Background: an optimization exercise with open tools, aiming at small area and a short achievable clock period. Do not read the settings as production practice. No functional check of the RTL was part of any run shown here.

==> flow/design.v <==
module simd_addsub(
input  [15:0] a,
input  [15:0] b,
input  [1:0]  w,
input         sub,
output [15:0] s
);
wire [15:0] y = sub ? ~b : b;
wire p1 = (w != 2'd0);
wire p2 = (w == 2'd2);
wire [20:0] fx = {a[15:12], p1 | sub, a[11:8], p2 | sub, a[7:4], p1 | sub, a[3:0], sub};
wire [20:0] fy = {y[15:12], ~p1 & sub, y[11:8], ~p2 & sub, y[7:4], ~p1 & sub, y[3:0], sub};
wire [20:0] fs = fx + fy;
assign s = {fs[19:16], fs[14:11], fs[9:6], fs[4:1]};
endmodule
module simd_mul(
  input  [15:0] a,
  input  [15:0] b,
  input  [15:0] c,
  input         m4, m8, m16,
  output [31:0] p
);
  wire nm4 = ~m4, nm8 = ~m8, nm16 = ~m16;
  wire t0 = b[1] & ~b[0];
  wire t1 = b[2] ^ b[1];
  wire t2 = (b[3] & ~b[2] & ~b[1]) | (~b[3] & b[2] & b[1]);
  wire t3 = b[3] & nm4;
  wire t4 = b[4] ^ t3;
  wire t5 = (b[5] & ~b[4] & ~t3) | (~b[5] & b[4] & t3);
  wire t6 = b[6] ^ b[5];
  wire t7 = (b[7] & ~b[6] & ~b[5]) | (~b[7] & b[6] & b[5]);
  wire t8 = b[7] & m16;
  wire t9 = b[8] ^ t8;
  wire t10 = (b[9] & ~b[8] & ~t8) | (~b[9] & b[8] & t8);
  wire t11 = b[10] ^ b[9];
  wire t12 = (b[11] & ~b[10] & ~b[9]) | (~b[11] & b[10] & b[9]);
  wire t13 = b[11] & nm4;
  wire t14 = b[12] ^ t13;
  wire t15 = (b[13] & ~b[12] & ~t13) | (~b[13] & b[12] & t13);
  wire t16 = b[14] ^ b[13];
  wire t17 = (b[15] & ~b[14] & ~b[13]) | (~b[15] & b[14] & b[13]);
  wire t18 = (b[0] & a[0]) ^ b[1];
  wire t19 = ((b[0] & a[1]) | (t0 & a[0])) ^ b[1];
  wire t20 = ((b[0] & a[2]) | (t0 & a[1])) ^ b[1];
  wire t21 = ((b[0] & a[3]) | (t0 & a[2])) ^ b[1];
  wire t22 = (m4 & (~(((b[0] | t0) & a[3]) ^ b[1]))) | (nm4 & (((b[0] & a[4]) | (t0 & a[3])) ^ b[1]));
  wire t23 = b[0] & nm4;
  wire t24 = t0 & nm4;
  wire t25 = b[1] & nm4;
  wire t26 = ((t23 & a[5]) | (t24 & a[4])) ^ t25;
  wire t27 = ((t23 & a[6]) | (t24 & a[5])) ^ t25;
  wire t28 = ((t23 & a[7]) | (t24 & a[6])) ^ t25;
  wire t29 = (m8 & (~(((b[0] | t0) & a[7]) ^ b[1]))) | (m16 & (((b[0] & a[8]) | (t0 & a[7])) ^ b[1]));
  wire t30 = b[0] & m16;
  wire t31 = t0 & m16;
  wire t32 = b[1] & m16;
  wire t33 = ((t30 & a[9]) | (t31 & a[8])) ^ t32;
  wire t34 = ((t30 & a[10]) | (t31 & a[9])) ^ t32;
  wire t35 = ((t30 & a[11]) | (t31 & a[10])) ^ t32;
  wire t36 = ((t30 & a[12]) | (t31 & a[11])) ^ t32;
  wire t37 = ((t30 & a[13]) | (t31 & a[12])) ^ t32;
  wire t38 = ((t30 & a[14]) | (t31 & a[13])) ^ t32;
  wire t39 = ((t30 & a[15]) | (t31 & a[14])) ^ t32;
  wire t40 = m16 & ~(((t30 | t31) & a[15]) ^ t32);
  wire t41 = (t1 & a[0]) ^ b[3];
  wire t42 = ((t1 & a[1]) | (t2 & a[0])) ^ b[3];
  wire t43 = ((t1 & a[2]) | (t2 & a[1])) ^ b[3];
  wire t44 = ((t1 & a[3]) | (t2 & a[2])) ^ b[3];
  wire t45 = (m4 & (~(((t1 | t2) & a[3]) ^ b[3]))) | (nm4 & (((t1 & a[4]) | (t2 & a[3])) ^ b[3]));
  wire t46 = t1 & nm4;
  wire t47 = t2 & nm4;
  wire t48 = b[3] & nm4;
  wire t49 = ((t46 & a[5]) | (t47 & a[4])) ^ t48;
  wire t50 = ((t46 & a[6]) | (t47 & a[5])) ^ t48;
  wire t51 = ((t46 & a[7]) | (t47 & a[6])) ^ t48;
  wire t52 = (m8 & (~(((t1 | t2) & a[7]) ^ b[3]))) | (m16 & (((t1 & a[8]) | (t2 & a[7])) ^ b[3]));
  wire t53 = t1 & m16;
  wire t54 = t2 & m16;
  wire t55 = b[3] & m16;
  wire t56 = ((t53 & a[9]) | (t54 & a[8])) ^ t55;
  wire t57 = ((t53 & a[10]) | (t54 & a[9])) ^ t55;
  wire t58 = ((t53 & a[11]) | (t54 & a[10])) ^ t55;
  wire t59 = ((t53 & a[12]) | (t54 & a[11])) ^ t55;
  wire t60 = ((t53 & a[13]) | (t54 & a[12])) ^ t55;
  wire t61 = ((t53 & a[14]) | (t54 & a[13])) ^ t55;
  wire t62 = ((t53 & a[15]) | (t54 & a[14])) ^ t55;
  wire t63 = m16 & ~(((t53 | t54) & a[15]) ^ t55);
  wire t64 = t4 & nm4;
  wire t65 = t5 & nm4;
  wire t66 = b[5] & nm4;
  wire t67 = (t64 & a[0]) ^ t66;
  wire t68 = ((t64 & a[1]) | (t65 & a[0])) ^ t66;
  wire t69 = ((t64 & a[2]) | (t65 & a[1])) ^ t66;
  wire t70 = ((t64 & a[3]) | (t65 & a[2])) ^ t66;
  wire t71 = (m4 & ((t4 & a[4]) ^ b[5])) | (nm4 & (((t4 & a[4]) | (t5 & a[3])) ^ b[5]));
  wire t72 = ((t4 & a[5]) | (t5 & a[4])) ^ b[5];
  wire t73 = ((t4 & a[6]) | (t5 & a[5])) ^ b[5];
  wire t74 = ((t4 & a[7]) | (t5 & a[6])) ^ b[5];
  wire t75 = (nm16 & (~(((t4 | t5) & a[7]) ^ b[5]))) | (m16 & (((t4 & a[8]) | (t5 & a[7])) ^ b[5]));
  wire t76 = t4 & m16;
  wire t77 = t5 & m16;
  wire t78 = b[5] & m16;
  wire t79 = ((t76 & a[9]) | (t77 & a[8])) ^ t78;
  wire t80 = ((t76 & a[10]) | (t77 & a[9])) ^ t78;
  wire t81 = ((t76 & a[11]) | (t77 & a[10])) ^ t78;
  wire t82 = ((t76 & a[12]) | (t77 & a[11])) ^ t78;
  wire t83 = ((t76 & a[13]) | (t77 & a[12])) ^ t78;
  wire t84 = ((t76 & a[14]) | (t77 & a[13])) ^ t78;
  wire t85 = ((t76 & a[15]) | (t77 & a[14])) ^ t78;
  wire t86 = m16 & ~(((t76 | t77) & a[15]) ^ t78);
  wire t87 = t6 & nm4;
  wire t88 = t7 & nm4;
  wire t89 = b[7] & nm4;
  wire t90 = (t87 & a[0]) ^ t89;
  wire t91 = ((t87 & a[1]) | (t88 & a[0])) ^ t89;
  wire t92 = ((t87 & a[2]) | (t88 & a[1])) ^ t89;
  wire t93 = ((t87 & a[3]) | (t88 & a[2])) ^ t89;
  wire t94 = (m4 & ((t6 & a[4]) ^ b[7])) | (nm4 & (((t6 & a[4]) | (t7 & a[3])) ^ b[7]));
  wire t95 = ((t6 & a[5]) | (t7 & a[4])) ^ b[7];
  wire t96 = ((t6 & a[6]) | (t7 & a[5])) ^ b[7];
  wire t97 = ((t6 & a[7]) | (t7 & a[6])) ^ b[7];
  wire t98 = (nm16 & (~(((t6 | t7) & a[7]) ^ b[7]))) | (m16 & (((t6 & a[8]) | (t7 & a[7])) ^ b[7]));
  wire t99 = t6 & m16;
  wire t100 = t7 & m16;
  wire t101 = b[7] & m16;
  wire t102 = ((t99 & a[9]) | (t100 & a[8])) ^ t101;
  wire t103 = ((t99 & a[10]) | (t100 & a[9])) ^ t101;
  wire t104 = ((t99 & a[11]) | (t100 & a[10])) ^ t101;
  wire t105 = ((t99 & a[12]) | (t100 & a[11])) ^ t101;
  wire t106 = ((t99 & a[13]) | (t100 & a[12])) ^ t101;
  wire t107 = ((t99 & a[14]) | (t100 & a[13])) ^ t101;
  wire t108 = ((t99 & a[15]) | (t100 & a[14])) ^ t101;
  wire t109 = m16 & ~(((t99 | t100) & a[15]) ^ t101);
  wire t110 = t9 & m16;
  wire t111 = t10 & m16;
  wire t112 = b[9] & m16;
  wire t113 = (t110 & a[0]) ^ t112;
  wire t114 = ((t110 & a[1]) | (t111 & a[0])) ^ t112;
  wire t115 = ((t110 & a[2]) | (t111 & a[1])) ^ t112;
  wire t116 = ((t110 & a[3]) | (t111 & a[2])) ^ t112;
  wire t117 = ((t110 & a[4]) | (t111 & a[3])) ^ t112;
  wire t118 = ((t110 & a[5]) | (t111 & a[4])) ^ t112;
  wire t119 = ((t110 & a[6]) | (t111 & a[5])) ^ t112;
  wire t120 = ((t110 & a[7]) | (t111 & a[6])) ^ t112;
  wire t121 = (nm16 & ((t9 & a[8]) ^ b[9])) | (m16 & (((t9 & a[8]) | (t10 & a[7])) ^ b[9]));
  wire t122 = ((t9 & a[9]) | (t10 & a[8])) ^ b[9];
  wire t123 = ((t9 & a[10]) | (t10 & a[9])) ^ b[9];
  wire t124 = ((t9 & a[11]) | (t10 & a[10])) ^ b[9];
  wire t125 = (m4 & (~(((t9 | t10) & a[11]) ^ b[9]))) | (nm4 & (((t9 & a[12]) | (t10 & a[11])) ^ b[9]));
  wire t126 = t9 & nm4;
  wire t127 = t10 & nm4;
  wire t128 = b[9] & nm4;
  wire t129 = ((t126 & a[13]) | (t127 & a[12])) ^ t128;
  wire t130 = ((t126 & a[14]) | (t127 & a[13])) ^ t128;
  wire t131 = ((t126 & a[15]) | (t127 & a[14])) ^ t128;
  wire t132 = nm4 & ~(((t126 | t127) & a[15]) ^ t128);
  wire t133 = t11 & m16;
  wire t134 = t12 & m16;
  wire t135 = b[11] & m16;
  wire t136 = (t133 & a[0]) ^ t135;
  wire t137 = ((t133 & a[1]) | (t134 & a[0])) ^ t135;
  wire t138 = ((t133 & a[2]) | (t134 & a[1])) ^ t135;
  wire t139 = ((t133 & a[3]) | (t134 & a[2])) ^ t135;
  wire t140 = ((t133 & a[4]) | (t134 & a[3])) ^ t135;
  wire t141 = ((t133 & a[5]) | (t134 & a[4])) ^ t135;
  wire t142 = ((t133 & a[6]) | (t134 & a[5])) ^ t135;
  wire t143 = ((t133 & a[7]) | (t134 & a[6])) ^ t135;
  wire t144 = (nm16 & ((t11 & a[8]) ^ b[11])) | (m16 & (((t11 & a[8]) | (t12 & a[7])) ^ b[11]));
  wire t145 = ((t11 & a[9]) | (t12 & a[8])) ^ b[11];
  wire t146 = ((t11 & a[10]) | (t12 & a[9])) ^ b[11];
  wire t147 = ((t11 & a[11]) | (t12 & a[10])) ^ b[11];
  wire t148 = (m4 & (~(((t11 | t12) & a[11]) ^ b[11]))) | (nm4 & (((t11 & a[12]) | (t12 & a[11])) ^ b[11]));
  wire t149 = t11 & nm4;
  wire t150 = t12 & nm4;
  wire t151 = b[11] & nm4;
  wire t152 = ((t149 & a[13]) | (t150 & a[12])) ^ t151;
  wire t153 = ((t149 & a[14]) | (t150 & a[13])) ^ t151;
  wire t154 = ((t149 & a[15]) | (t150 & a[14])) ^ t151;
  wire t155 = nm4 & ~(((t149 | t150) & a[15]) ^ t151);
  wire t156 = t14 & m16;
  wire t157 = t15 & m16;
  wire t158 = b[13] & m16;
  wire t159 = (t156 & a[0]) ^ t158;
  wire t160 = ((t156 & a[1]) | (t157 & a[0])) ^ t158;
  wire t161 = ((t156 & a[2]) | (t157 & a[1])) ^ t158;
  wire t162 = ((t156 & a[3]) | (t157 & a[2])) ^ t158;
  wire t163 = ((t156 & a[4]) | (t157 & a[3])) ^ t158;
  wire t164 = ((t156 & a[5]) | (t157 & a[4])) ^ t158;
  wire t165 = ((t156 & a[6]) | (t157 & a[5])) ^ t158;
  wire t166 = ((t156 & a[7]) | (t157 & a[6])) ^ t158;
  wire t167 = (m8 & ((t14 & a[8]) ^ b[13])) | (m16 & (((t14 & a[8]) | (t15 & a[7])) ^ b[13]));
  wire t168 = t14 & nm4;
  wire t169 = t15 & nm4;
  wire t170 = b[13] & nm4;
  wire t171 = ((t168 & a[9]) | (t169 & a[8])) ^ t170;
  wire t172 = ((t168 & a[10]) | (t169 & a[9])) ^ t170;
  wire t173 = ((t168 & a[11]) | (t169 & a[10])) ^ t170;
  wire t174 = (m4 & ((t14 & a[12]) ^ b[13])) | (nm4 & (((t14 & a[12]) | (t15 & a[11])) ^ b[13]));
  wire t175 = ((t14 & a[13]) | (t15 & a[12])) ^ b[13];
  wire t176 = ((t14 & a[14]) | (t15 & a[13])) ^ b[13];
  wire t177 = ((t14 & a[15]) | (t15 & a[14])) ^ b[13];
  wire t178 = ~(((t14 | t15) & a[15]) ^ b[13]);
  wire t179 = t16 & m16;
  wire t180 = t17 & m16;
  wire t181 = b[15] & m16;
  wire t182 = (t179 & a[0]) ^ t181;
  wire t183 = ((t179 & a[1]) | (t180 & a[0])) ^ t181;
  wire t184 = ((t179 & a[2]) | (t180 & a[1])) ^ t181;
  wire t185 = ((t179 & a[3]) | (t180 & a[2])) ^ t181;
  wire t186 = ((t179 & a[4]) | (t180 & a[3])) ^ t181;
  wire t187 = ((t179 & a[5]) | (t180 & a[4])) ^ t181;
  wire t188 = ((t179 & a[6]) | (t180 & a[5])) ^ t181;
  wire t189 = ((t179 & a[7]) | (t180 & a[6])) ^ t181;
  wire t190 = (m8 & ((t16 & a[8]) ^ b[15])) | (m16 & (((t16 & a[8]) | (t17 & a[7])) ^ b[15]));
  wire t191 = t16 & nm4;
  wire t192 = t17 & nm4;
  wire t193 = b[15] & nm4;
  wire t194 = ((t191 & a[9]) | (t192 & a[8])) ^ t193;
  wire t195 = ((t191 & a[10]) | (t192 & a[9])) ^ t193;
  wire t196 = ((t191 & a[11]) | (t192 & a[10])) ^ t193;
  wire t197 = (m4 & ((t16 & a[12]) ^ b[15])) | (nm4 & (((t16 & a[12]) | (t17 & a[11])) ^ b[15]));
  wire t198 = ((t16 & a[13]) | (t17 & a[12])) ^ b[15];
  wire t199 = ((t16 & a[14]) | (t17 & a[13])) ^ b[15];
  wire t200 = ((t16 & a[15]) | (t17 & a[14])) ^ b[15];
  wire t201 = ~(((t16 | t17) & a[15]) ^ b[15]);
  wire t202 = ^b[3:0];
  wire t203 = ^b[7:4];
  wire t204 = ^b[11:8];
  wire t205 = ^b[15:12];
  wire t206 = t202 ^ t203;
  wire t207 = t204 ^ t205;
  wire t208 = t206 ^ t207;
  wire t209 = (m4 & b[1]) | (m8 & b[1]) | (m16 & b[1]);
  wire t210 = (m4 & c[0]) | (m8 & c[0]) | (m16 & c[0]);
  wire t211 = (m4 & c[1]) | (m8 & c[1]) | (m16 & c[1]);
  wire t212 = (m4 & b[3]) | (m8 & b[3]) | (m16 & b[3]);
  wire t213 = (m4 & c[2]) | (m8 & c[2]) | (m16 & c[2]);
  wire t214 = (m4 & c[3]) | (m8 & c[3]) | (m16 & c[3]);
  wire t215 = (m4 & ~c[3]) | (m8 & b[5]) | (m16 & b[5]);
  wire t216 = (m8 & c[4]) | (m16 & c[4]);
  wire t217 = (m8 & c[5]) | (m16 & c[5]) | m4;
  wire t218 = (m8 & b[7]) | (m16 & b[7]);
  wire t219 = (m8 & c[6]) | (m16 & c[6]);
  wire t220 = (m4 & ~(a[3] & t202)) | (m8 & c[7]) | (m16 & c[7]);
  wire t221 = (m4 & b[5]) | (m8 & ~c[7]) | (m16 & b[9]);
  wire t222 = (m4 & c[4]) | (m16 & c[8]);
  wire t223 = (m4 & c[5]) | (m16 & c[9]) | m8;
  wire t224 = (m4 & b[7]) | (m16 & b[11]);
  wire t225 = (m4 & c[6]) | (m16 & c[10]);
  wire t226 = (m4 & c[7]) | (m16 & c[11]) | m8;
  wire t227 = (m4 & ~c[7]) | (m16 & b[13]);
  wire t228 = (m16 & c[12]);
  wire t229 = (m16 & c[13]) | nm16;
  wire t230 = (m16 & b[15]);
  wire t231 = (m16 & c[14]);
  wire t232 = (m4 & ~(a[7] & t203)) | (m8 & ~(a[7] & t206)) | (m16 & c[15]);
  wire t233 = (m4 & b[9]) | (m8 & b[9]) | (m16 & ~c[15]);
  wire t234 = (m4 & c[8]) | (m8 & c[8]);
  wire t235 = (m4 & c[9]) | (m8 & c[9]) | m16;
  wire t236 = (m4 & b[11]) | (m8 & b[11]);
  wire t237 = (m4 & c[10]) | (m8 & c[10]);
  wire t238 = (m4 & c[11]) | (m8 & c[11]) | m16;
  wire t239 = (m4 & ~c[11]) | (m8 & b[13]);
  wire t240 = (m8 & c[12]);
  wire t241 = (m8 & c[13]) | nm8;
  wire t242 = (m8 & b[15]);
  wire t243 = (m8 & c[14]);
  wire t244 = (m4 & ~(a[11] & t204)) | (m8 & c[15]) | m16;
  wire t245 = (m4 & b[13]) | (m8 & ~c[15]);
  wire t246 = (m4 & c[12]);
  wire t247 = (m4 & c[13]) | nm4;
  wire t248 = (m4 & b[15]);
  wire t249 = (m4 & c[14]);
  wire t250 = (m4 & c[15]) | nm4;
  wire t251 = (m4 & ~c[15]);
  wire t252 = 1'b1;
  wire t253 = (m4 & ~(a[15] & t205)) | (m8 & ~(a[15] & t207)) | (m16 & ~(a[15] & t208));
  wire t254 = t209 ^ t210;
  wire t255 = t209 & t210;
  wire t256 = t211 ^ t19;
  wire t257 = t211 & t19;
  wire fs258, fc258;
  assign {fc258, fs258} = {1'b0, t212} + {1'b0, t213} + {1'b0, t20};
  wire t259 = t41 ^ t257;
  wire t260 = t41 & t257;
  wire fs261, fc261;
  assign {fc261, fs261} = {1'b0, t214} + {1'b0, t21} + {1'b0, t42};
  wire t262 = fc258 ^ t260;
  wire t263 = fc258 & t260;
  wire fs264, fc264;
  assign {fc264, fs264} = {1'b0, t215} + {1'b0, t216} + {1'b0, t43};
  wire fs265, fc265;
  assign {fc265, fs265} = {1'b0, t67} + {1'b0, t22} + {1'b0, fc261};
  wire t266 = fs264 ^ t263;
  wire t267 = fs264 & t263;
  wire fs268, fc268;
  assign {fc268, fs268} = {1'b0, t217} + {1'b0, t26} + {1'b0, t44};
  wire fs269, fc269;
  assign {fc269, fs269} = {1'b0, t68} + {1'b0, fc264} + {1'b0, fs268};
  wire t270 = fc265 ^ t267;
  wire t271 = fc265 & t267;
  wire fs272, fc272;
  assign {fc272, fs272} = {1'b0, t218} + {1'b0, t219} + {1'b0, t27};
  wire fs273, fc273;
  assign {fc273, fs273} = {1'b0, t69} + {1'b0, t90} + {1'b0, t45};
  wire fs274, fc274;
  assign {fc274, fs274} = {1'b0, fc268} + {1'b0, fs272} + {1'b0, fs273};
  wire t275 = fc269 ^ t271;
  wire t276 = fc269 & t271;
  wire fs277, fc277;
  assign {fc277, fs277} = {1'b0, t28} + {1'b0, t49} + {1'b0, t70};
  wire t278 = fc277 & nm4;
  wire fs279, fc279;
  assign {fc279, fs279} = {1'b0, t91} + {1'b0, t220} + {1'b0, fc272};
  wire t280 = fc279 & nm4;
  wire fs281, fc281;
  assign {fc281, fs281} = {1'b0, fs277} + {1'b0, fc273} + {1'b0, fs279};
  wire t282 = fc281 & nm4;
  wire t283 = fc274 ^ t276;
  wire t284 = fc274 & t276;
  wire t285 = t284 & nm4;
  wire fs286, fc286;
  assign {fc286, fs286} = {1'b0, t221} + {1'b0, t222} + {1'b0, t50};
  wire fs287, fc287;
  assign {fc287, fs287} = {1'b0, t92} + {1'b0, t113} + {1'b0, t29};
  wire fs288, fc288;
  assign {fc288, fs288} = {1'b0, t71} + {1'b0, fs286} + {1'b0, t278};
  wire fs289, fc289;
  assign {fc289, fs289} = {1'b0, fs287} + {1'b0, t280} + {1'b0, fs288};
  wire t290 = t282 ^ fs289;
  wire t291 = t282 & fs289;
  wire fs292, fc292;
  assign {fc292, fs292} = {1'b0, t223} + {1'b0, t33} + {1'b0, t51};
  wire fs293, fc293;
  assign {fc293, fs293} = {1'b0, t72} + {1'b0, t93} + {1'b0, t114};
  wire fs294, fc294;
  assign {fc294, fs294} = {1'b0, fc286} + {1'b0, fs292} + {1'b0, fs293};
  wire fs295, fc295;
  assign {fc295, fs295} = {1'b0, fc287} + {1'b0, fs294} + {1'b0, fc288};
  wire t296 = fc289 ^ fs295;
  wire t297 = fc289 & fs295;
  wire fs298, fc298;
  assign {fc298, fs298} = {1'b0, t224} + {1'b0, t225} + {1'b0, t34};
  wire fs299, fc299;
  assign {fc299, fs299} = {1'b0, t73} + {1'b0, t115} + {1'b0, t136};
  wire fs300, fc300;
  assign {fc300, fs300} = {1'b0, t52} + {1'b0, t94} + {1'b0, fc292};
  wire fs301, fc301;
  assign {fc301, fs301} = {1'b0, fc293} + {1'b0, fs298} + {1'b0, fs299};
  wire fs302, fc302;
  assign {fc302, fs302} = {1'b0, fc294} + {1'b0, fs300} + {1'b0, fs301};
  wire t303 = fs302 ^ fc295;
  wire t304 = fs302 & fc295;
  wire fs305, fc305;
  assign {fc305, fs305} = {1'b0, t226} + {1'b0, t35} + {1'b0, t56};
  wire fs306, fc306;
  assign {fc306, fs306} = {1'b0, t74} + {1'b0, t95} + {1'b0, t116};
  wire fs307, fc307;
  assign {fc307, fs307} = {1'b0, t137} + {1'b0, fc298} + {1'b0, fc299};
  wire fs308, fc308;
  assign {fc308, fs308} = {1'b0, fs305} + {1'b0, fs306} + {1'b0, fc300};
  wire fs309, fc309;
  assign {fc309, fs309} = {1'b0, fc301} + {1'b0, fs307} + {1'b0, fc302};
  wire t310 = fs308 ^ t304;
  wire t311 = fs308 & t304;
  wire fs312, fc312;
  assign {fc312, fs312} = {1'b0, t227} + {1'b0, t228} + {1'b0, t36};
  wire fs313, fc313;
  assign {fc313, fs313} = {1'b0, t57} + {1'b0, t96} + {1'b0, t117};
  wire fs314, fc314;
  assign {fc314, fs314} = {1'b0, t138} + {1'b0, t159} + {1'b0, t75};
  wire fs315, fc315;
  assign {fc315, fs315} = {1'b0, fc305} + {1'b0, fc306} + {1'b0, fs312};
  wire fs316, fc316;
  assign {fc316, fs316} = {1'b0, fs313} + {1'b0, fs314} + {1'b0, fc307};
  wire fs317, fc317;
  assign {fc317, fs317} = {1'b0, fs315} + {1'b0, fc308} + {1'b0, fs316};
  wire t318 = fc309 ^ fs317;
  wire t319 = fc309 & fs317;
  wire fs320, fc320;
  assign {fc320, fs320} = {1'b0, t229} + {1'b0, t37} + {1'b0, t58};
  wire fs321, fc321;
  assign {fc321, fs321} = {1'b0, t79} + {1'b0, t97} + {1'b0, t118};
  wire fs322, fc322;
  assign {fc322, fs322} = {1'b0, t139} + {1'b0, t160} + {1'b0, fc312};
  wire fs323, fc323;
  assign {fc323, fs323} = {1'b0, fc313} + {1'b0, fs320} + {1'b0, fs321};
  wire fs324, fc324;
  assign {fc324, fs324} = {1'b0, fc314} + {1'b0, fc315} + {1'b0, fs322};
  wire fs325, fc325;
  assign {fc325, fs325} = {1'b0, fs323} + {1'b0, fc316} + {1'b0, fs324};
  wire t326 = fc317 ^ fs325;
  wire t327 = fc317 & fs325;
  wire fs328, fc328;
  assign {fc328, fs328} = {1'b0, t230} + {1'b0, t231} + {1'b0, t38};
  wire fs329, fc329;
  assign {fc329, fs329} = {1'b0, t59} + {1'b0, t80} + {1'b0, t119};
  wire fs330, fc330;
  assign {fc330, fs330} = {1'b0, t140} + {1'b0, t161} + {1'b0, t182};
  wire fs331, fc331;
  assign {fc331, fs331} = {1'b0, t98} + {1'b0, fc320} + {1'b0, fc321};
  wire fs332, fc332;
  assign {fc332, fs332} = {1'b0, fs328} + {1'b0, fs329} + {1'b0, fs330};
  wire fs333, fc333;
  assign {fc333, fs333} = {1'b0, fc322} + {1'b0, fc323} + {1'b0, fs331};
  wire fs334, fc334;
  assign {fc334, fs334} = {1'b0, fs332} + {1'b0, fc324} + {1'b0, fs333};
  wire t335 = fc325 ^ fs334;
  wire t336 = fc325 & fs334;
  wire fs337, fc337;
  assign {fc337, fs337} = {1'b0, t39} + {1'b0, t60} + {1'b0, t81};
  wire t338 = fc337 & m16;
  wire fs339, fc339;
  assign {fc339, fs339} = {1'b0, t102} + {1'b0, t120} + {1'b0, t141};
  wire t340 = fc339 & m16;
  wire fs341, fc341;
  assign {fc341, fs341} = {1'b0, t162} + {1'b0, t183} + {1'b0, t232};
  wire t342 = fc341 & m16;
  wire fs343, fc343;
  assign {fc343, fs343} = {1'b0, fc328} + {1'b0, fc329} + {1'b0, fc330};
  wire t344 = fc343 & m16;
  wire fs345, fc345;
  assign {fc345, fs345} = {1'b0, fs337} + {1'b0, fs339} + {1'b0, fc331};
  wire t346 = fc345 & m16;
  wire fs347, fc347;
  assign {fc347, fs347} = {1'b0, fc332} + {1'b0, fs341} + {1'b0, fs343};
  wire t348 = fc347 & m16;
  wire fs349, fc349;
  assign {fc349, fs349} = {1'b0, fc333} + {1'b0, fs345} + {1'b0, fs347};
  wire t350 = fc349 & m16;
  wire t351 = fc334 ^ fs349;
  wire t352 = fc334 & fs349;
  wire t353 = t352 & m16;
  wire fs354, fc354;
  assign {fc354, fs354} = {1'b0, t233} + {1'b0, t234} + {1'b0, t40};
  wire fs355, fc355;
  assign {fc355, fs355} = {1'b0, t61} + {1'b0, t82} + {1'b0, t103};
  wire fs356, fc356;
  assign {fc356, fs356} = {1'b0, t142} + {1'b0, t163} + {1'b0, t184};
  wire fs357, fc357;
  assign {fc357, fs357} = {1'b0, t121} + {1'b0, fs354} + {1'b0, fs355};
  wire fs358, fc358;
  assign {fc358, fs358} = {1'b0, fs356} + {1'b0, t338} + {1'b0, t340};
  wire fs359, fc359;
  assign {fc359, fs359} = {1'b0, fs357} + {1'b0, t342} + {1'b0, t344};
  wire fs360, fc360;
  assign {fc360, fs360} = {1'b0, fs358} + {1'b0, t346} + {1'b0, t348};
  wire fs361, fc361;
  assign {fc361, fs361} = {1'b0, fs359} + {1'b0, t350} + {1'b0, fs360};
  wire fs362, fc362;
  assign {fc362, fs362} = {1'b0, t235} + {1'b0, t62} + {1'b0, t83};
  wire fs363, fc363;
  assign {fc363, fs363} = {1'b0, t104} + {1'b0, t122} + {1'b0, t143};
  wire fs364, fc364;
  assign {fc364, fs364} = {1'b0, t164} + {1'b0, t185} + {1'b0, fc354};
  wire fs365, fc365;
  assign {fc365, fs365} = {1'b0, fc355} + {1'b0, fc356} + {1'b0, fs362};
  wire fs366, fc366;
  assign {fc366, fs366} = {1'b0, fs363} + {1'b0, fc357} + {1'b0, fs364};
  wire fs367, fc367;
  assign {fc367, fs367} = {1'b0, fs365} + {1'b0, fc358} + {1'b0, fs366};
  wire fs368, fc368;
  assign {fc368, fs368} = {1'b0, fc359} + {1'b0, fs367} + {1'b0, fc360};
  wire fs369, fc369;
  assign {fc369, fs369} = {1'b0, t236} + {1'b0, t237} + {1'b0, t63};
  wire fs370, fc370;
  assign {fc370, fs370} = {1'b0, t84} + {1'b0, t105} + {1'b0, t123};
  wire fs371, fc371;
  assign {fc371, fs371} = {1'b0, t165} + {1'b0, t186} + {1'b0, t144};
  wire fs372, fc372;
  assign {fc372, fs372} = {1'b0, fc362} + {1'b0, fc363} + {1'b0, fs369};
  wire fs373, fc373;
  assign {fc373, fs373} = {1'b0, fs370} + {1'b0, fs371} + {1'b0, fc364};
  wire fs374, fc374;
  assign {fc374, fs374} = {1'b0, fc365} + {1'b0, fs372} + {1'b0, fc366};
  wire fs375, fc375;
  assign {fc375, fs375} = {1'b0, fs373} + {1'b0, fc367} + {1'b0, fs374};
  wire fs376, fc376;
  assign {fc376, fs376} = {1'b0, t238} + {1'b0, t85} + {1'b0, t106};
  wire fs377, fc377;
  assign {fc377, fs377} = {1'b0, t124} + {1'b0, t145} + {1'b0, t166};
  wire fs378, fc378;
  assign {fc378, fs378} = {1'b0, t187} + {1'b0, fc369} + {1'b0, fc370};
  wire fs379, fc379;
  assign {fc379, fs379} = {1'b0, fs376} + {1'b0, fs377} + {1'b0, fc371};
  wire fs380, fc380;
  assign {fc380, fs380} = {1'b0, fc372} + {1'b0, fs378} + {1'b0, fs379};
  wire fs381, fc381;
  assign {fc381, fs381} = {1'b0, fc373} + {1'b0, fs380} + {1'b0, fc374};
  wire fs382, fc382;
  assign {fc382, fs382} = {1'b0, t239} + {1'b0, t240} + {1'b0, t86};
  wire fs383, fc383;
  assign {fc383, fs383} = {1'b0, t107} + {1'b0, t146} + {1'b0, t188};
  wire fs384, fc384;
  assign {fc384, fs384} = {1'b0, t125} + {1'b0, t167} + {1'b0, fc376};
  wire fs385, fc385;
  assign {fc385, fs385} = {1'b0, fc377} + {1'b0, fs382} + {1'b0, fs383};
  wire fs386, fc386;
  assign {fc386, fs386} = {1'b0, fc378} + {1'b0, fs384} + {1'b0, fs385};
  wire fs387, fc387;
  assign {fc387, fs387} = {1'b0, fc379} + {1'b0, fs386} + {1'b0, fc380};
  wire fs388, fc388;
  assign {fc388, fs388} = {1'b0, t241} + {1'b0, t108} + {1'b0, t129};
  wire fs389, fc389;
  assign {fc389, fs389} = {1'b0, t147} + {1'b0, t171} + {1'b0, t189};
  wire fs390, fc390;
  assign {fc390, fs390} = {1'b0, fc382} + {1'b0, fc383} + {1'b0, fs388};
  wire fs391, fc391;
  assign {fc391, fs391} = {1'b0, fs389} + {1'b0, fc384} + {1'b0, fc385};
  wire fs392, fc392;
  assign {fc392, fs392} = {1'b0, fs390} + {1'b0, fc386} + {1'b0, fs391};
  wire fs393, fc393;
  assign {fc393, fs393} = {1'b0, t242} + {1'b0, t243} + {1'b0, t109};
  wire fs394, fc394;
  assign {fc394, fs394} = {1'b0, t130} + {1'b0, t172} + {1'b0, t148};
  wire fs395, fc395;
  assign {fc395, fs395} = {1'b0, t190} + {1'b0, fc388} + {1'b0, fc389};
  wire fs396, fc396;
  assign {fc396, fs396} = {1'b0, fs393} + {1'b0, fs394} + {1'b0, fc390};
  wire fs397, fc397;
  assign {fc397, fs397} = {1'b0, fs395} + {1'b0, fc391} + {1'b0, fs396};
  wire fs398, fc398;
  assign {fc398, fs398} = {1'b0, t131} + {1'b0, t152} + {1'b0, t173};
  wire t399 = fc398 & nm4;
  wire fs400, fc400;
  assign {fc400, fs400} = {1'b0, t194} + {1'b0, t244} + {1'b0, fc393};
  wire t401 = fc400 & nm4;
  wire fs402, fc402;
  assign {fc402, fs402} = {1'b0, fs398} + {1'b0, fc394} + {1'b0, fc395};
  wire t403 = fc402 & nm4;
  wire fs404, fc404;
  assign {fc404, fs404} = {1'b0, fs400} + {1'b0, fc396} + {1'b0, fs402};
  wire t405 = fc404 & nm4;
  wire fs406, fc406;
  assign {fc406, fs406} = {1'b0, t245} + {1'b0, t246} + {1'b0, t132};
  wire fs407, fc407;
  assign {fc407, fs407} = {1'b0, t153} + {1'b0, t195} + {1'b0, t174};
  wire fs408, fc408;
  assign {fc408, fs408} = {1'b0, fs406} + {1'b0, t399} + {1'b0, fs407};
  wire fs409, fc409;
  assign {fc409, fs409} = {1'b0, t401} + {1'b0, fs408} + {1'b0, t403};
  wire fs410, fc410;
  assign {fc410, fs410} = {1'b0, t247} + {1'b0, t154} + {1'b0, t175};
  wire fs411, fc411;
  assign {fc411, fs411} = {1'b0, t196} + {1'b0, fc406} + {1'b0, fs410};
  wire fs412, fc412;
  assign {fc412, fs412} = {1'b0, fc407} + {1'b0, fs411} + {1'b0, fc408};
  wire fs413, fc413;
  assign {fc413, fs413} = {1'b0, t248} + {1'b0, t249} + {1'b0, t155};
  wire fs414, fc414;
  assign {fc414, fs414} = {1'b0, t176} + {1'b0, t197} + {1'b0, fc410};
  wire fs415, fc415;
  assign {fc415, fs415} = {1'b0, fs413} + {1'b0, fc411} + {1'b0, fs414};
  wire fs416, fc416;
  assign {fc416, fs416} = {1'b0, t250} + {1'b0, t177} + {1'b0, t198};
  wire fs417, fc417;
  assign {fc417, fs417} = {1'b0, fc413} + {1'b0, fs416} + {1'b0, fc414};
  wire fs418, fc418;
  assign {fc418, fs418} = {1'b0, t251} + {1'b0, t178} + {1'b0, t199};
  wire t419 = fc416 ^ fs418;
  wire t420 = fc416 & fs418;
  wire fs421, fc421;
  assign {fc421, fs421} = {1'b0, t252} + {1'b0, t200} + {1'b0, fc418};
  wire [34:0] fx = {t253, t201, t420, fc417, fc415, fc412, fc409, t405, nm4, fc397, fc392, fc387, fc381, fc375, fc368, fc361, t353, m16, t336, t327, t319, t311, fs309, t297, t291, t285, nm4, fs281, fs274, fs269, fs265, fs261, fs258, t255, t18};
  wire [34:0] fy = {1'b0, fc421, fs421, t419, fs417, fs415, fs412, fs409, 1'b0, fs404, fs397, fs392, fs387, fs381, fs375, fs368, fs361, 1'b0, t351, t335, t326, t318, t310, t303, t296, t290, 1'b0, t283, t275, t270, t266, t262, t259, t256, t254};
  wire [34:0] fs = fx + fy;
  assign p = {fs[34:27], fs[25:18], fs[16:9], fs[7:0]};
endmodule
module simd_shift(
input  [15:0] d,
input  [1:0]  w,
input         right,
input         arith,
output [15:0] q
);
wire s4 = (w == 2'd0);
wire s16 = (w == 2'd2);
wire [15:0] tops = {1'b1, 3'b0, s4, 3'b0, ~s16, 3'b0, s4, 3'b0};
wire [15:0] bots = {3'b0, s4, 3'b0, ~s16, 3'b0, s4, 3'b0, 1'b1};
wire [15:0] rsh = ({1'b0, d[15:1]} & ~tops) | (d & tops & {16{arith}});
wire [15:0] lsh = {d[14:0], 1'b0} & ~bots;
assign q = right ? rsh : lsh;
endmodule
module SIMD(
input [11:0] instruction,
input clk,
input rst,
output [31:0] outputvalue
);
reg  [11:0] cmd;             
reg  [255:0] rf;             
reg  [15:0] ra, rb, rc;      
reg  e_as, e_sub, e_mul, e_mac, e_sh, e_arith, e_and, e_or, e_xor, e_not;
reg  [1:0] e_w;
reg  e_m4, e_m8, e_m16, e_right;
reg  [3:0] e_dst;
reg  [15:0] res_l, res_h, out_l, out_h;
wire [3:0] op = cmd[11:8];
wire [1:0] w  = cmd[7:6];
wire [1:0] fc = cmd[5:4];
wire [1:0] fb = cmd[3:2];
wire [1:0] fa = cmd[1:0];
wire is_logic = (op[3:2] == 2'b10);
wire [3:0] addr_a = is_logic ? {fb, fa} : {w, fa};
wire [15:0] bank0 = rf[16*{w,2'd0} +: 16];
wire [15:0] bank1 = rf[16*{w,2'd1} +: 16];
wire [15:0] bank2 = rf[16*{w,2'd2} +: 16];
wire [15:0] bank3 = rf[16*{w,2'd3} +: 16];
wire [15:0] rd_a = rf[16*addr_a +: 16];
wire [15:0] rd_b = fb[1] ? (fb[0] ? bank3 : bank2) : (fb[0] ? bank1 : bank0);
wire [15:0] rd_c = fc[1] ? (fc[0] ? bank3 : bank2) : (fc[0] ? bank1 : bank0);
always @(posedge clk) begin
  ra <= rd_a;
  rb <= rd_b;
  rc <= rd_c;
  e_w <= w;
  e_m4 <= (w == 2'd0);
  e_m8 <= (w == 2'd1);
  e_m16 <= w[1];
  e_right <= fb[0];
  if (rst) begin
    cmd <= 12'd0;
    {e_as, e_sub, e_mul, e_mac, e_sh, e_arith, e_and, e_or, e_xor, e_not} <= 10'd0;
    e_dst <= 4'd0;
  end else begin
    cmd <= instruction;
    e_as    <= (op[3:1] == 3'd0);
    e_sub   <= (op == 4'd1);
    e_mul   <= (op[3:1] == 3'd1);
    e_mac   <= (op == 4'd3);
    e_sh    <= (op == 4'd4) | (op == 4'd6);
    e_arith <= (op == 4'd6);
    e_and   <= (op == 4'd8);
    e_or    <= (op == 4'd9);
    e_xor   <= (op == 4'd10);
    e_not   <= (op == 4'd11);
    e_dst   <= {w, fc};
  end
end
wire [31:0] prod;
simd_mul mu(.a(ra), .b(rb), .c(e_mac ? rc : 16'd0), .m4(e_m4), .m8(e_m8), .m16(e_m16), .p(prod));
wire [15:0] as_out;
simd_addsub as(.a(ra), .b(rb), .w(e_w), .sub(e_sub), .s(as_out));
wire [15:0] sh_out;
simd_shift sh(.d(ra), .w(e_w), .right(e_right), .arith(e_arith), .q(sh_out));
wire [15:0] res = ({16{e_mul}} & prod[15:0])
                | ({16{e_as}}  & as_out)
                | ({16{e_sh}}  & sh_out)
                | ({16{e_and}} & (ra & rc))
                | ({16{e_or}}  & (ra | rc))
                | ({16{e_xor}} & (ra ^ rc))
                | ({16{e_not}} & ~ra);
wire [15:0] wd0 = res & ~{16{rst}};
wire [15:0] wd1 = res | {16{rst}};
integer i;
always @(posedge clk) begin
  res_l <= res;
  res_h <= {16{e_mul}} & prod[31:16];
  out_l <= res_l;
  out_h <= res_h;
  for (i = 0; i < 16; i = i + 1)
    if (rst | (e_dst == i))
      rf[16*i +: 16] <= (wd1 & rf_init(i)) | (wd0 & ~rf_init(i));
end
function [15:0] rf_init(input integer r);
  case (r)
    1:  rf_init = 16'b0001_1000_1000_0100;
    2:  rf_init = 16'b1110_0110_0110_1100;
    4:  rf_init = 16'b0010_0111_0100_1100;
    5:  rf_init = 16'b1101_1000_1000_0101;
    8:  rf_init = 16'b0001_0110_0100_1010;
    9:  rf_init = 16'b1111_1010_1010_0100;
    13: rf_init = 16'b0001_1000_1000_0100;
    default: rf_init = 16'b0;
  endcase
endfunction
assign outputvalue = {out_h, out_l};
endmodule
==> flow/config.mk <==
export PLATFORM = sky130hd
export DESIGN_NAME = SIMD
export DESIGN_NICKNAME = SIMD
export VERILOG_FILES = /design/flow/design.v
export SDC_FILE = /design/flow/constraint.sdc
export NUM_CORES = 4
export LEC_CHECK = 0
export CAP_MARGIN = 20
export CORE_MARGIN = 2
export CORE_UTILIZATION = 40
export SLEW_MARGIN = 20
==> flow/run.sh <==
#!/bin/bash
# synth_recipe.tcl (not shown) runs the flow's synth.tcl, then flattens the netlist and writes it again
# the make line also repeats each setting of config.mk as NAME=value (left out here)
make -C /OpenROAD-flow-scripts/flow DESIGN_CONFIG=/design/flow/config.mk WORK_HOME=/design/flow/orfs CLKGATE_MAP_FILE= SYNTH_SCRIPT=/design/flow/synth_recipe.tcl finish
==> flow/constraint.sdc <==
create_clock -name core_clock -period 10.0 [get_ports {clk}]
set_input_delay 2.0000 -clock core_clock [delete_from_list [all_inputs] [get_ports {clk}]]
set_output_delay 2.0000 -clock core_clock [all_outputs]
set_load 0.01 [all_outputs]
==> results_tabular.tex, run 1 <==
\begin{tabular}{lr}
\hline
Metric & Value \\
\hline
\multicolumn{2}{l}{\textbf{Final layout}} \\
\quad Fraction of layout cells with a size suffix above 1 & 15.3\% \\
\quad Commonest cells after routing, fill and taps aside & edfxtp\_1, nand2\_1, mux4\_2 \\
\quad Layout area overhead & 11.3\% \\
\quad Final \#Nets & around 2,400 \\
\quad Final core utilization & 44.8\% \\
\quad Sequential cell area in the final layout & roughly 0.011 sq mm \\
\quad Area of the multi-input gates & approximately 0.015 sq mm \\
\quad Total inserted antenna cells & 0 \\
\quad Count of fill cells added during filler insertion & 5,983 \\
\quad Most frequent standard cell in the layout excluding fill and tap cells & edfxtp\_1 \\
\multicolumn{2}{l}{\textbf{Placement}} \\
\quad IO Port Bufs & 45 \\
\quad Dpl hpwl & approximately 53,000 um \\
\quad Dpl ws & 2.36 ns \\
\quad RePlAce Congestion & approximately 0.93 \\
\multicolumn{2}{l}{\textbf{Setup path}} \\
\quad Critical path data required time & 10.30 ns \\
\quad Data arrival at the endpoint of the critical path & 8.06 ns \\
\quad Kind of critical path & reg2reg \\
\quad Ordered cell list for the critical path & inv\_2 -> ha\_1 -> mux2\_2 -> a22oi\_1 -> xnor2\_1 -> nand2b\_1 -> fa\_1 -> or2\_2 -> fa\_1 -> inv\_1 -> fa\_1 -> ha\_1 -> ha\_1 -> nand2b\_1 -> a2111oi\_0 -> nor4\_1 -> a21oi\_1 -> xor2\_1 -> a211o\_1 -> nor2b\_1 \\
\quad CP max stage delay & 0.94 ns \\
\quad Max stage delay cell, worst path & dfxtp\_1 \\
\quad Largest fanout on the critical path & 18 \\
\quad CP startpoint kind & flop \\
\quad CP endpoint kind & flop \\
\quad Cell count of the worst reg-to-reg path & 20 \\
\multicolumn{2}{l}{\textbf{Logic synthesis}} \\
\quad Fraction of the yosys area taken by sequential cells & around 40\% \\
\quad Proportion of register bits with asynchronous set or reset after synthesis & 0\% \\
\quad Ranking of synthesized cells by area & edfxtp\_1, mux4\_2, dfxtp\_1 \\
\quad Avg Cell Area, Syn & around 12 sq um \\
\quad Dominant cell type by area after synthesis & edfxtp\_1 \\
\quad Count of synthesis-stage warnings from yosys & 1 \\
\quad Number of enable flip-flop cells after synthesis & approximately 260 \\
\quad Post-Synthesis Cell Area & between 0.02 and 0.03 sq mm \\
\quad Synth top area share & 29.2\% \\
\quad Number of unique standard cell types used by synthesis & 73 \\
\quad Post-Syn Instances & 2,208 \\
\quad Top flip-flop cell by instance count after synthesis & edfxtp\_1 \\
\quad Register bit total from synthesis & between 300 and 400 \\
\quad Synthesized net count & around 2,500 \\
\multicolumn{2}{l}{\textbf{GRT}} \\
\quad Number of antenna violations at the first check in global routing & 2 \\
\quad Largest net degree at the start of global routing & 71 \\
\quad Vias in the first global route & 18,800 \\
\quad Overall routing resource usage & a little under a quarter \\
\quad First-pass GRT wire length & $\sim$120,000 um \\
\quad Remaining global-route overflow & 0 \\
\multicolumn{2}{l}{\textbf{Timing}} \\
\quad Tmin final & just under 8 ns \\
\quad Max transition margin & 22.8\% \\
\quad Number of hold-slack violations in the final timing report & 0 \\
\quad Final worst-path setup slack & between 2 and 2.5 ns \\
\quad Post-route clock skew & between 0.03 and 0.04 ns \\
\quad Unrepaired setup endpoints after global routing & false \\
\quad Part of the cycle the worst path needs & between 70\% and 80\% \\
\quad Setup TNS & 0 ns \\
\quad Slew Viols, Final & 0 \\
\quad Setup violators final & 0 \\
\quad Max Fclk & 129 MHz \\
\quad Minimum hold slack & 0.323 ns \\
\quad Worst Max-Slew Pin Slew & $\sim$1.2 ns \\
\multicolumn{2}{l}{\textbf{Routing}} \\
\quad Via density per instance & 6.01 \\
\quad DR pass1 iterations & 6 \\
\quad Final Routed Wirelength & $\sim$78,000 um \\
\quad Routed wirelength normalized by instance count & $\sim$25 um \\
\quad Detailed Route Iter0 Violations & approximately 2,100 \\
\quad Number of routed nets with antenna violations & 0 \\
\quad DRC errors left & 0 \\
\quad Detailed-route via count & roughly 19,000 \\
\multicolumn{2}{l}{\textbf{Outcome}} \\
\quad Run status & no timing/DRC/antenna violations \\
\multicolumn{2}{l}{\textbf{Floorplan}} \\
\quad Starting utilization of the core area & between 40\% and 50\% \\
\quad IO Count & 46 \\
\quad Cell row count & between 90 and 100 \\
\quad Die Span Y & between 200 and 300 um \\
\quad Area of the core & 0.0654 sq mm \\
\quad Area enclosed by the die boundary & 0.0678 sq mm \\
\quad Die Wd & 260 um \\
\multicolumn{2}{l}{\textbf{Clock network}} \\
\quad Number of levels in the clock H-tree & 2 \\
\quad Postcts setup bufs & 0 \\
\quad Clock transition at the register clock pins on the worst setup and hold paths after CTS & roughly 0.06 ns \\
\quad Number of clock sinks & 399 \\
\quad Root cell of the clock tree & clkbuf\_16 \\
\quad Hold\_buf cts & 0 \\
\quad Number of buffers on the longest clock path & 3 \\
\quad TritonCTS clock tree & done \\
\quad TritonCTS Buffers & 44 \\
\quad Clock latency on the worst-skew pair & approximately 0.6 ns \\
\quad Quantity of gates resized following cts & 0 \\
\multicolumn{2}{l}{\textbf{Job}} \\
\quad Max-cap violations & 0 \\
\multicolumn{2}{l}{\textbf{Min path}} \\
\quad Worst min-delay path class & reg2reg \\
\quad Worst hold path depth & 0 \\
\hline
\end{tabular}
## critical path: cells and delay by family (launching register included)
family / cells / cell delay (ns)
xor gates and xnor gates: 2 / 0.39
AOI/OAI and AO/OA: 4 / 1.77
buffers and inverters: 2 / 0.32
muxes: 1 / 0.40
DFF: 1 / 0.94
and+or+nand+nor: 5 / 1.42
adders and majority gates: 6 / 2.24
## final cells by class
cell class / instances / share of cell area [%]
clock buffers: 59 / 4.37
clock inverters: 23 / 1.14
inverters: 144 / 1.85
multi-input cells: 1489 / 49.7
flip-flops and latches: 399 / 36.1
well taps: 864 / 3.69
repair buffers: 109 / 3.16
## sequential cells by signal, summed over array words and instances (netlist names), 2 cells and up
name / cells
rf: 256
out_h: 16
res_h: 16
rc: 16
ra: 16
e_dst: 4
out_l: 16
res_l: 16
cmd: 12
rb: 16
e_w: 2
## Yosys cell counts (10+ instances only)
master	number
a211oi_1	25
a21o_1	22
a21oi_1	64
a221oi_1	13
a22oi_1	123
a31oi_1	27
and2_1	27
and3_1	13
buf_1	28
buf_2	14
clkbuf_1	133
dfxtp_1	143
edfxtp_1	256
fa_1	117
ha_1	113
inv_1	136
mux4_2	160
nand2_1	179
nand2b_1	54
nand3_1	31
nand4_1	10
nor2_1	67
nor2b_1	33
o21ai_0	44
xnor2_1	155
xor2_1	41
## per-layer routing
layer / share of wire, % / GRT usage, % / vias to the layer above
met4: 4.3 / 10.3 / 0
li1: - / - / 8063
met3: 7.9 / 2.95 / 182
met1: 41 / 31.3 / 9394
met5: 0 / 0 / -
met2: 47 / 37.1 / 910
## path summary, 6_finish.rpt
| path | start | to | slack (ns) |
|---|---|---|---|
| min reg2reg | res_l[3]$_DFF_P_ | out_l[3]$_DFF_P_ | 0.32 |
| min | res_l[3]$_DFF_P_ | out_l[3]$_DFF_P_ | 0.32 |
| max reg2reg | rb[3]$_DFF_P_ | rf[14]$_DFFE_PP_ | 2.24 |
| max | rb[3]$_DFF_P_ | rf[14]$_DFFE_PP_ | 2.24 |
## stage by stage
step	std cells	cell area (sq um)
after floorplan	2208	26300
after detailed placement	3005	27700
final	3087	29300
after global placement	3005	27700
after CTS	3087	29300
after global routing	3087	29300
## kinds of logic after synthesis
kind of cell / after synthesis / share of synthesized area (%)
AOI/OAI and AO/OA: 427 / 11.5
xor gates and xnor gates: 196 / 6.53
adders and majority gates: 230 / 14.3
buffers and inverters: 320 / 4.66
DFF: 399 / 40.1
muxes: 177 / 14.4
and+or+nand+nor: 459 / 8.49
==> run 2: changes to the inputs <==
--- a/flow/config.mk
+++ b/flow/config.mk
@@ -8,4 +8,5 @@
 export CAP_MARGIN = 20
 export CORE_MARGIN = 2
 export CORE_UTILIZATION = 40
+export SETUP_SLACK_MARGIN = 5
 export SLEW_MARGIN = 20
==> results_tabular.tex, run 2 <==
\begin{tabular}{lr}
\hline
Metric & Value \\
\hline
\multicolumn{2}{l}{\textbf{Logic synthesis}} \\
\quad Number of unique standard cell types used by synthesis & 73 (unchanged) \\
\quad Fraction of the yosys area taken by sequential cells & 40.1\% (unchanged) \\
\quad Most frequently used cell type in the post-synthesis netlist & edfxtp\_1 \\
\quad Ranking of synthesized cells by area & edfxtp\_1, mux4\_2, dfxtp\_1 \\
\quad Number of enable flip-flop cells after synthesis & 256 (unchanged) \\
\quad Synth top area share & 29.2\% (unchanged) \\
\quad Count of synthesis-stage warnings from yosys & 1 (unchanged) \\
\quad Post-Synthesis Cell Area & 0.0263 sq mm (unchanged) \\
\quad Top flip-flop cell by instance count after synthesis & edfxtp\_1 \\
\quad Post-Syn Instances & 2,208 (unchanged) \\
\quad Proportion of register bits with asynchronous set or reset after synthesis & 0\% (unchanged) \\
\quad Register bit total from synthesis & 399 (unchanged) \\
\quad Synthesized net count & 2,452 (unchanged) \\
\quad Avg Cell Area, Syn & 11.9 sq um (unchanged) \\
\quad Synth top cells by count & edfxtp\_1, nand2\_1, mux4\_2 \\
\quad Dominant cell type by area after synthesis & edfxtp\_1 \\
\multicolumn{2}{l}{\textbf{GRT}} \\
\quad Vias in the first global route & 19,300 (+2.6\%) \\
\quad Largest net degree at the start of global routing & 71 (unchanged) \\
\quad Overall routing resource usage & 23.4\% (+0.35 points) \\
\quad Remaining global-route overflow & 0 (unchanged) \\
\quad First-pass GRT wire length & 119,000 um (+2.1\%) \\
\quad Number of antenna violations at the first check in global routing & 1 (-1) \\
\multicolumn{2}{l}{\textbf{Clock network}} \\
\quad Number of levels in the clock H-tree & 2 (unchanged) \\
\quad Hold\_buf cts & 0 (unchanged) \\
\quad Clock transition at the register clock pins on the worst setup and hold paths after CTS & 0.06 ns (about the same) \\
\quad Number of buffers on the longest clock path & 3 (unchanged) \\
\quad Clock latency on the worst-skew pair & 0.58 ns (-0.02 ns) \\
\quad TritonCTS Buffers & 42 (-4.5\%) \\
\quad Root cell of the clock tree & clkbuf\_16 \\
\quad TritonCTS clock tree & done \\
\quad Number of clock sinks & 399 (unchanged) \\
\multicolumn{2}{l}{\textbf{Timing}} \\
\quad Setup TNS & 0 ns (unchanged) \\
\quad Tmin final & 5.94 ns (-1.82 ns) \\
\quad Final worst-path setup slack & 4.06 ns (+1.82 ns) \\
\quad Minimum hold slack & 0.324 ns (+0.00110 ns) \\
\quad Post-route clock skew & 0.0230 ns (-0.0143 ns) \\
\quad Number of hold-slack violations in the final timing report & 0 (unchanged) \\
\quad Slew Viols, Final & 0 (unchanged) \\
\quad Unrepaired setup endpoints after global routing & true \\
\quad Setup violators final & 0 (unchanged) \\
\quad Part of the cycle the worst path needs & 59.4\% (-18 points) \\
\quad Max transition margin & 24.6\% (+1.8 points) \\
\quad Max Fclk & 168 MHz (+31\%) \\
\quad Worst Max-Slew Pin Slew & 1.13 ns (-0.0277 ns) \\
\multicolumn{2}{l}{\textbf{Job}} \\
\quad Max-cap violations & 0 (unchanged) \\
\multicolumn{2}{l}{\textbf{Routing}} \\
\quad Routed wirelength normalized by instance count & 25.1 um (-1.0\%) \\
\quad Number of routed nets with antenna violations & 0 (unchanged) \\
\quad DR pass1 iterations & 6 (unchanged) \\
\quad Via density per instance & 6.02 (+0.24\%) \\
\quad Detailed-route via count & 19,400 (+4.6\%) \\
\quad Final Routed Wirelength & 80,700 um (+3.2\%) \\
\quad DRC errors left & 0 (unchanged) \\
\quad Detailed Route Iter0 Violations & 1,971 (-5.1\%) \\
\multicolumn{2}{l}{\textbf{Final layout}} \\
\quad Layout area overhead & 21.6\% \\
\quad Count of fill cells added during filler insertion & 5,697 (-4.8\%) \\
\quad Sequential cell area in the final layout & 0.0106 sq mm (+0.49\%) \\
\quad Reg with most FFs & rf \\
\quad Final core utilization & 48.9\% (+4.1 points) \\
\quad Area of the multi-input gates & 0.0160 sq mm (+10\%) \\
\quad Total inserted antenna cells & 0 (unchanged) \\
\quad Commonest cells after routing, fill and taps aside & edfxtp\_1, nand2\_1, mux4\_2 \\
\quad Fraction of layout cells with a size suffix above 1 & 29.2\% (+14 points) \\
\quad Final \#Nets & 2,568 (+5.6\%) \\
\quad Number of flip-flops under the largest register name & 256 (unchanged) \\
\quad Most frequent standard cell in the layout excluding fill and tap cells & edfxtp\_1 \\
\multicolumn{2}{l}{\textbf{Setup path}} \\
\quad Launch point of the worst path & e\_m4\$\_DFF\_P\_ \\
\quad Reg2reg start & e\_m4\$\_DFF\_P\_ \\
\quad Critical path data required time & 10.30 ns (about the same) \\
\quad CP endpoint kind & flop \\
\quad Data arrival at the endpoint of the critical path & 6.24 ns (-1.82 ns) \\
\quad Capturing element of the worst setup path & rf[47]\$\_DFFE\_PP\_ \\
\quad CP startpoint kind & flop \\
\quad Minimum setup slack among reg-to-reg paths & 4.06 ns (+1.82 ns) \\
\quad Largest fanout on the critical path & 6 (-12) \\
\quad Cell count of the worst reg-to-reg path & 24 (+20\%) \\
\quad Kind of critical path & reg2reg \\
\quad Capture point of the worst reg-to-reg path & rf[47]\$\_DFFE\_PP\_ \\
\multicolumn{2}{l}{\textbf{Outcome}} \\
\quad Run status & no timing/DRC/antenna violations \\
\multicolumn{2}{l}{\textbf{Placement}} \\
\quad IO Port Bufs & 45 (unchanged) \\
\quad RePlAce Congestion & 0.892 (-4.3\%) \\
\quad Dpl ws & 2.95 ns (+0.591 ns) \\
\quad Dpl hpwl & 52,100 um (-1.4\%) \\
\multicolumn{2}{l}{\textbf{Floorplan}} \\
\quad IO Count & 46 (unchanged) \\
\quad Cell row count & 94 (unchanged) \\
\quad Die Wd & 260 um (unchanged) \\
\quad Starting utilization of the core area & 40.2\% (unchanged) \\
\quad Area enclosed by the die boundary & 0.0678 sq mm (unchanged) \\
\quad Die Span Y & 260 um (unchanged) \\
\quad Area of the core & 0.0654 sq mm (unchanged) \\
\multicolumn{2}{l}{\textbf{Min path}} \\
\quad Worst min-delay path class & reg2reg \\
\hline
\end{tabular}
==> run 2: cell counts after synthesis <==
Identical to the previous run, type by type.
==> run 2: metrics by stage <==
stage | instances | area (sq um)
2_1_floorplan | 2208 | 26900
3_3_place_gp | 2994 | 28000
3_5_place_dp | 2994 | 28000
4_1_cts | 3166 | 31000
5_1_grt | 3220 | 32000
6_report | 3220 | 32000
==> run 2: worst min-delay path by stage <==
stage	startpoint	to	slack, ns	cells past startpoint
3_3_place_gp	res_l[10]$_DFF_P_	out_l[10]$_DFF_P_	0.31	0
5_1_grt	res_h[2]$_DFF_P_	out_h[2]$_DFF_P_	0.33	0
6_report	res_l[2]$_DFF_P_	out_l[2]$_DFF_P_	0.32	0
3_5_place_dp	res_l[10]$_DFF_P_	out_l[10]$_DFF_P_	0.31	0
2_1_floorplan	res_h[0]$_DFF_P_	out_h[0]$_DFF_P_	0.31	0
4_1_cts	res_l[10]$_DFF_P_	out_l[10]$_DFF_P_	0.33	0
==> run 2: worst max-delay path: stages (launching register included) <==
cell      delay [ns]
dfxtp_4         0.35
buf_12          0.14
nand2b_4        0.14
buf_4           0.15
xnor2_4         0.24
buf_12          0.16
buf_4           0.11
o21ai_0         0.09
nor2_1          0.22
a21oi_2         0.08
xnor2_2         0.29
fa_1            0.48
fa_1            0.56
inv_1           0.05
fa_2            0.57
ha_4            0.21
ha_4            0.24
nand2_4         0.15
nor2_2          0.08
a211oi_4        0.29
nand3b_1        0.20
xor2_2          0.26
a21oi_2         0.19
o311ai_4        0.14
or2_1           0.28
==> run 2: what timing repair did <==
| item | in CTS | in global routing |
|---|---|---|
| pin swaps | 71 | 103 |
| setup endpoints to repair | 216 | 199 |
| buffers inserted | 91 | 47 |
| gates resized for setup | 133 | 123 |
| cloned | 5 | 7 |
==> run 2: logic make-up after synthesis <==
| logic type | count (synthesis) | synth area share [%] |
|---|---|---|
| flops | 399 | 40.1 |
| mux | 177 | 14.4 |
| simple gates | 459 | 8.49 |
| compound gates | 427 | 11.5 |
| buf+inv | 320 | 4.66 |
| xor+xnor | 196 | 6.53 |
| fa+ha+maj | 230 | 14.3 |
==> run 2: cell type report <==
type,count,share of cell area (%)
clock buffer,60,3.88
multi-input combinational,1497,50.2
tap,864,3.38
inverter,144,1.84
timing repair buffer,240,7.10
sequential,399,33.2
clock inverter,16,0.446
==> run 2: metal layers <==
layer | vias to the layer above | global-route usage [%] | part of all wire, %
li1 | 8342 | - | -
met1 | 9932 | 30.6 | 39
met2 | 915 | 39.4 | 49
met3 | 204 | 3.49 | 7.9
met4 | 2 | 8.75 | 3.8
met5 | - | 0 | 0.012

-- what the ideal ports hide --
The results above use ideal ports. As a check the final layouts listed here were re-extracted and re-timed, cells and wires unchanged.
Step 1 assumes that a clkbuf_16 drives the clock port and a buf_2 every other input.
Step 2 also shifts input and output timing later by t, the mid clock arrival at the registers, as if the neighbouring blocks saw the same clock.
Three values: ideal ports, drivers, drivers and shift; two values: the first two.
run	shift t [ns]	setup WS [ns]	hold WS [ns]	worst setup path after step 2
run 1	0.636	2.236 / 2.236 / 2.236	0.323 / 0.323 / 0.323	register to register
run 2	0.629	4.059 / 4.059 / 4.059	0.324 / 0.324 / 0.324	register to register
After both steps every run listed still meets setup and hold.
